From an optimization exercise on the open Yosys and OpenROAD flow, aimed at small area; shortcuts taken in it are not production practice.
At most, simulation tests tie the RTL to the original design; equivalence was not proved.
No activity file was given, so power comes from the tool's default toggle rates.

==> module impl_top, before the edit <==
module impl_top (
input               clk     ,
input               sw_0    ,
input   wire        uart_rxd,
output  wire        uart_txd,
output  wire [7:0]  led,
output  wire uart_rx_break,
output  wire uart_rx_valid,
output  wire uart_tx_busy,
output  wire uart_rx_fe,
output  wire uart_rx_pe,
output  wire [10:0] uart_rx_data,
output  wire [199:0] sbus_frame,
output  wire sbus_frame_valid
);
wire rst = !sw_0;
reg rxd_0, rxd_1;
always @(posedge clk) begin
    rxd_0 <= uart_rxd | rst;
    rxd_1 <= rxd_0;
end
reg [8:0] r_cnt;
reg [3:0] r_ph;
wire r_idle = r_ph == 4'd0;
wire r_stop = r_ph == 4'd13;
wire r_c500 = r_cnt == 9'd67;
wire r_c250 = r_cnt == 9'd358;
wire r_valid = r_stop && r_c250;
always @(posedge clk) begin
    if (r_idle || r_c500 || r_valid)
        r_cnt <= 9'd0;
    else
        r_cnt <= {r_cnt[7:0], ~(r_cnt[8] ^ r_cnt[4])};
end
wire r_adv = (r_idle && !rxd_1) || r_c500;
always @(posedge clk) begin
    if (rst || r_valid)
        r_ph <= 4'd0;
    else
        r_ph <= r_ph + r_adv;
end
reg [10:0] r_sr;
always @(posedge clk) begin
    if (r_c250 && !r_stop)
        r_sr <= {rxd_1, r_sr[10:1]};
end
reg r_sel;
always @(posedge clk) begin
    r_sel <= r_stop && r_cnt != 9'd0;
end
reg seen;
always @(posedge clk) begin
    if (rst)
        seen <= 1'b0;
    else if (r_valid)
        seen <= 1'b1;
end
reg [7:0] d_lo;      
reg [2:0] d_hi;
always @(posedge clk) begin
    if (rst)
        d_lo <= 8'hF0;
    else if (r_valid)
        d_lo <= r_sr[7:0];
end
always @(posedge clk) begin
    if (r_valid)
        d_hi <= r_sr[10:8];
end
wire [10:0] d_reg = {d_hi, d_lo};
assign uart_rx_data = r_sel ? r_sr
                            : {d_reg[10:4] & {7{seen}}, d_reg[3:0]};
assign led = d_reg[7:0];
assign uart_rx_valid = r_valid;
assign uart_rx_break = r_valid && ~|r_sr;
assign uart_rx_pe = ^uart_rx_data[8:0];
assign uart_rx_fe = ~&uart_rx_data[10:9];
reg [8:0] t_cnt;
reg [3:0] t_ph;
wire t_idle = t_ph == 4'd0;
wire t_c500 = t_cnt == 9'd67;
always @(posedge clk) begin
    if (t_c500)
        t_cnt <= 9'd0;
    else
        t_cnt <= t_idle ? {7'd0, seen, seen} : {t_cnt[7:0], ~(t_cnt[8] ^ t_cnt[4])};
end
wire t_tail = t_ph == 4'd13;
wire t_adv = (t_idle && r_valid) || t_c500;
always @(posedge clk) begin
    if (rst || (t_tail && t_cnt[0]))
        t_ph <= 4'd0;
    else
        t_ph <= t_ph + t_adv;
end
reg t_bit;
always @(*) begin
    case (t_ph)
        4'd2 : t_bit = d_reg[0];
        4'd3 : t_bit = d_reg[1];
        4'd4 : t_bit = d_reg[2];
        4'd5 : t_bit = d_reg[3];
        4'd6 : t_bit = d_reg[4];
        4'd7 : t_bit = d_reg[5];
        4'd8 : t_bit = d_reg[6];
        4'd9 : t_bit = d_reg[7];
        4'd10: t_bit = d_reg[8];
        4'd11: t_bit = d_reg[9];
        4'd12: t_bit = d_reg[10];
        4'd13: t_bit = d_reg[10] | t_cnt[0];
        4'd1 : t_bit = 1'b0;
        default: t_bit = 1'b1;
    endcase
end
reg txd_reg;
always @(posedge clk) begin
    txd_reg <= t_bit;
end
assign uart_txd = txd_reg;
assign uart_tx_busy = !t_idle;
wire [183:0] w_n;     
reg         w_hdr;    
reg [183:0] f_n;      
reg         f_cap;    
reg         f_vld_n;
wire [7:0] w_in_n = ~{d_reg[7:1], d_reg[0] | !seen};
reg [22:0]  w0_n;     
reg [160:0] wx_n;     
always @(posedge clk or negedge sw_0) begin
    if (!sw_0)
        w0_n <= 23'd0;
    else if (r_valid)
        w0_n <= {w_in_n[0], w0_n[22:1]};
end
always @(posedge clk) begin
    if (r_valid)
        wx_n <= {w_in_n[7:1], wx_n[160:7]};
end
genvar k;
generate
    for (k = 0; k < 23; k = k + 1) begin : g_win
        assign w_n[8*k+7:8*k] = {wx_n[7*k+6:7*k], w0_n[k]};
    end
endgenerate
always @(posedge clk) begin
    if (rst)
        w_hdr <= 1'b0;
    else if (r_valid)
        w_hdr <= w_n[7:0] == 8'h0F;
end
wire match = w_hdr && d_reg[7:0] == 8'h00;
always @(posedge clk) begin
    if (match)
        f_n <= w_n;
end
always @(posedge clk) begin
    if (rst)
        f_cap <= 1'b0;
    else
        f_cap <= f_cap | match;
end
always @(posedge clk) begin
    f_vld_n <= !match;
end
assign sbus_frame = {{8{!f_cap}}, ~(f_n & {184{f_cap}}), 4'hF, {4{!f_cap}}};
assign sbus_frame_valid = f_vld_n;
endmodule
export LEC_CHECK = 0
export CAP_MARGIN = 20
export CORE_MARGIN = 2
export CORE_UTILIZATION = 65
export SLEW_MARGIN = 20
create_clock -name core_clock -period 10.0 [get_ports {clk}]
standard.sh (not shown) runs the stock make flow with config.mk's settings and CLKGATE_MAP_FILE= SYNTH_SCRIPT=/design/flow/synth_recipe.tcl, a recipe that flattens the netlist after the stock synthesis.
==> flow/flow/run.sh <==
#!/bin/bash
# The standard ORFS flow (the standard.sh, standard synthesis unchanged)
# with two changes: port buffers use the smallest buffer cell, and the clock
# tree is built from clkbuf_4 cells in small sink clusters, without dummy loads.
set -euo pipefail
bash standard.sh \
  "BUFFER_PORTS_ARGS=-buffer_cell sky130_fd_sc_hd__buf_1" \
  "CTS_ARGS=-sink_clustering_enable -repair_clock_nets -dont_use_dummy_load -buf_list sky130_fd_sc_hd__clkbuf_4 -sink_clustering_size 10 -sink_clustering_max_diameter 60" \
  finish > flow.log 2>&1
Change:
--- a/flow/design.v
+++ b/flow/design.v
@@ -23,5 +23,5 @@
 reg [3:0] r_ph;
 wire r_idle = r_ph == 4'd0;
-wire r_stop = r_ph == 4'd13;
+wire r_stop = r_ph == 4'd14;
 wire r_c500 = r_cnt == 9'd67;
 wire r_c250 = r_cnt == 9'd358;
@@ -33,10 +33,15 @@
         r_cnt <= {r_cnt[7:0], ~(r_cnt[8] ^ r_cnt[4])};
 end
-wire r_adv = (r_idle && !rxd_1) || r_c500;
 always @(posedge clk) begin
-    if (rst || r_valid)
+    if (rst)
         r_ph <= 4'd0;
-    else
-        r_ph <= r_ph + r_adv;
+    else if (r_idle) begin
+        if (!rxd_1) r_ph <= 4'd1;
+    end else if (r_ph == 4'd13)
+        r_ph <= 4'd14;
+    else if (r_stop) begin
+        if (r_c250) r_ph <= 4'd0;
+    end else if (r_c500)
+        r_ph <= r_ph + 1'b1;
 end
 reg [10:0] r_sr;
@@ -47,5 +52,5 @@
 reg r_sel;
 always @(posedge clk) begin
-    r_sel <= r_stop && r_cnt != 9'd0;
+    r_sel <= r_stop;
 end
 reg seen;
@@ -56,19 +61,13 @@
         seen <= 1'b1;
 end
-reg [7:0] d_lo;      
-reg [2:0] d_hi;
+reg [10:0] d_reg;
 always @(posedge clk) begin
     if (rst)
-        d_lo <= 8'hF0;
+        d_reg <= 11'h0F0;
     else if (r_valid)
-        d_lo <= r_sr[7:0];
+        d_reg <= r_sr;
 end
-always @(posedge clk) begin
-    if (r_valid)
-        d_hi <= r_sr[10:8];
-end
-wire [10:0] d_reg = {d_hi, d_lo};
 assign uart_rx_data = r_sel ? r_sr
-                            : {d_reg[10:4] & {7{seen}}, d_reg[3:0]};
+                            : {d_reg[10:8], d_reg[7:4] & {4{seen}}, d_reg[3:0]};
 assign led = d_reg[7:0];
 assign uart_rx_valid = r_valid;
@@ -86,11 +85,15 @@
         t_cnt <= t_idle ? {7'd0, seen, seen} : {t_cnt[7:0], ~(t_cnt[8] ^ t_cnt[4])};
 end
-wire t_tail = t_ph == 4'd13;
-wire t_adv = (t_idle && r_valid) || t_c500;
 always @(posedge clk) begin
-    if (rst || (t_tail && t_cnt[0]))
+    if (rst)
         t_ph <= 4'd0;
-    else
-        t_ph <= t_ph + t_adv;
+    else if (t_idle) begin
+        if (r_valid) t_ph <= 4'd1;
+    end else if (t_ph == 4'd13)
+        t_ph <= 4'd14;
+    else if (t_ph == 4'd14)
+        t_ph <= 4'd0;
+    else if (t_c500)
+        t_ph <= t_ph + 1'b1;
 end
 reg t_bit;
@@ -108,5 +111,5 @@
         4'd11: t_bit = d_reg[9];
         4'd12: t_bit = d_reg[10];
-        4'd13: t_bit = d_reg[10] | t_cnt[0];
+        4'd13: t_bit = d_reg[10];
         4'd1 : t_bit = 1'b0;
         default: t_bit = 1'b1;
Result: Sequential power hardly moves. Hold slack gains 16 ps. Via count went up by 1.7%. Sequential share of layout area went down by 0.52 points. Power went up by 2.0%. Core utilization went down by 0.14 points. Fmax went down by 8.9%. Die area went up by 1.0%. Synthesized area went up by 1.0%. Design area went up by 0.43%. Global-route usage went up by 0.20 points. Clock power went up by about 1%. Clock skew went down by 3.8 ps. First-iteration DRC count went down by 14%.
No functional check of the RTL was part of the second run of this note.

==> separate check: timing with driven ports <==
No port has a modelled driver above. Below, the same layouts with a new extraction and two added sets of constraints.
Step 1: set_driving_cell puts a clkbuf_16 on clk and a buf_2 on each other input, an assumption about the parent block.
Step 2, shift: input delay + t, output delay - t, t = (earliest + latest rising clock arrival at the registers) / 2. This alone moves slack from input paths to output paths.
a / b / c = ideal ports / drivers / drivers and shift; a / b = the first two.
run	t, ns	slack for setup (ns)	worst data-port slew with drivers (ns)	cell pins on the clock port's net
the first run	0.677	5.163 / 5.121 / 5.799	0.03	1
the second run	0.682	4.693 / 4.650 / 5.332	0.03	1
After both steps every run listed still meets setup and hold.
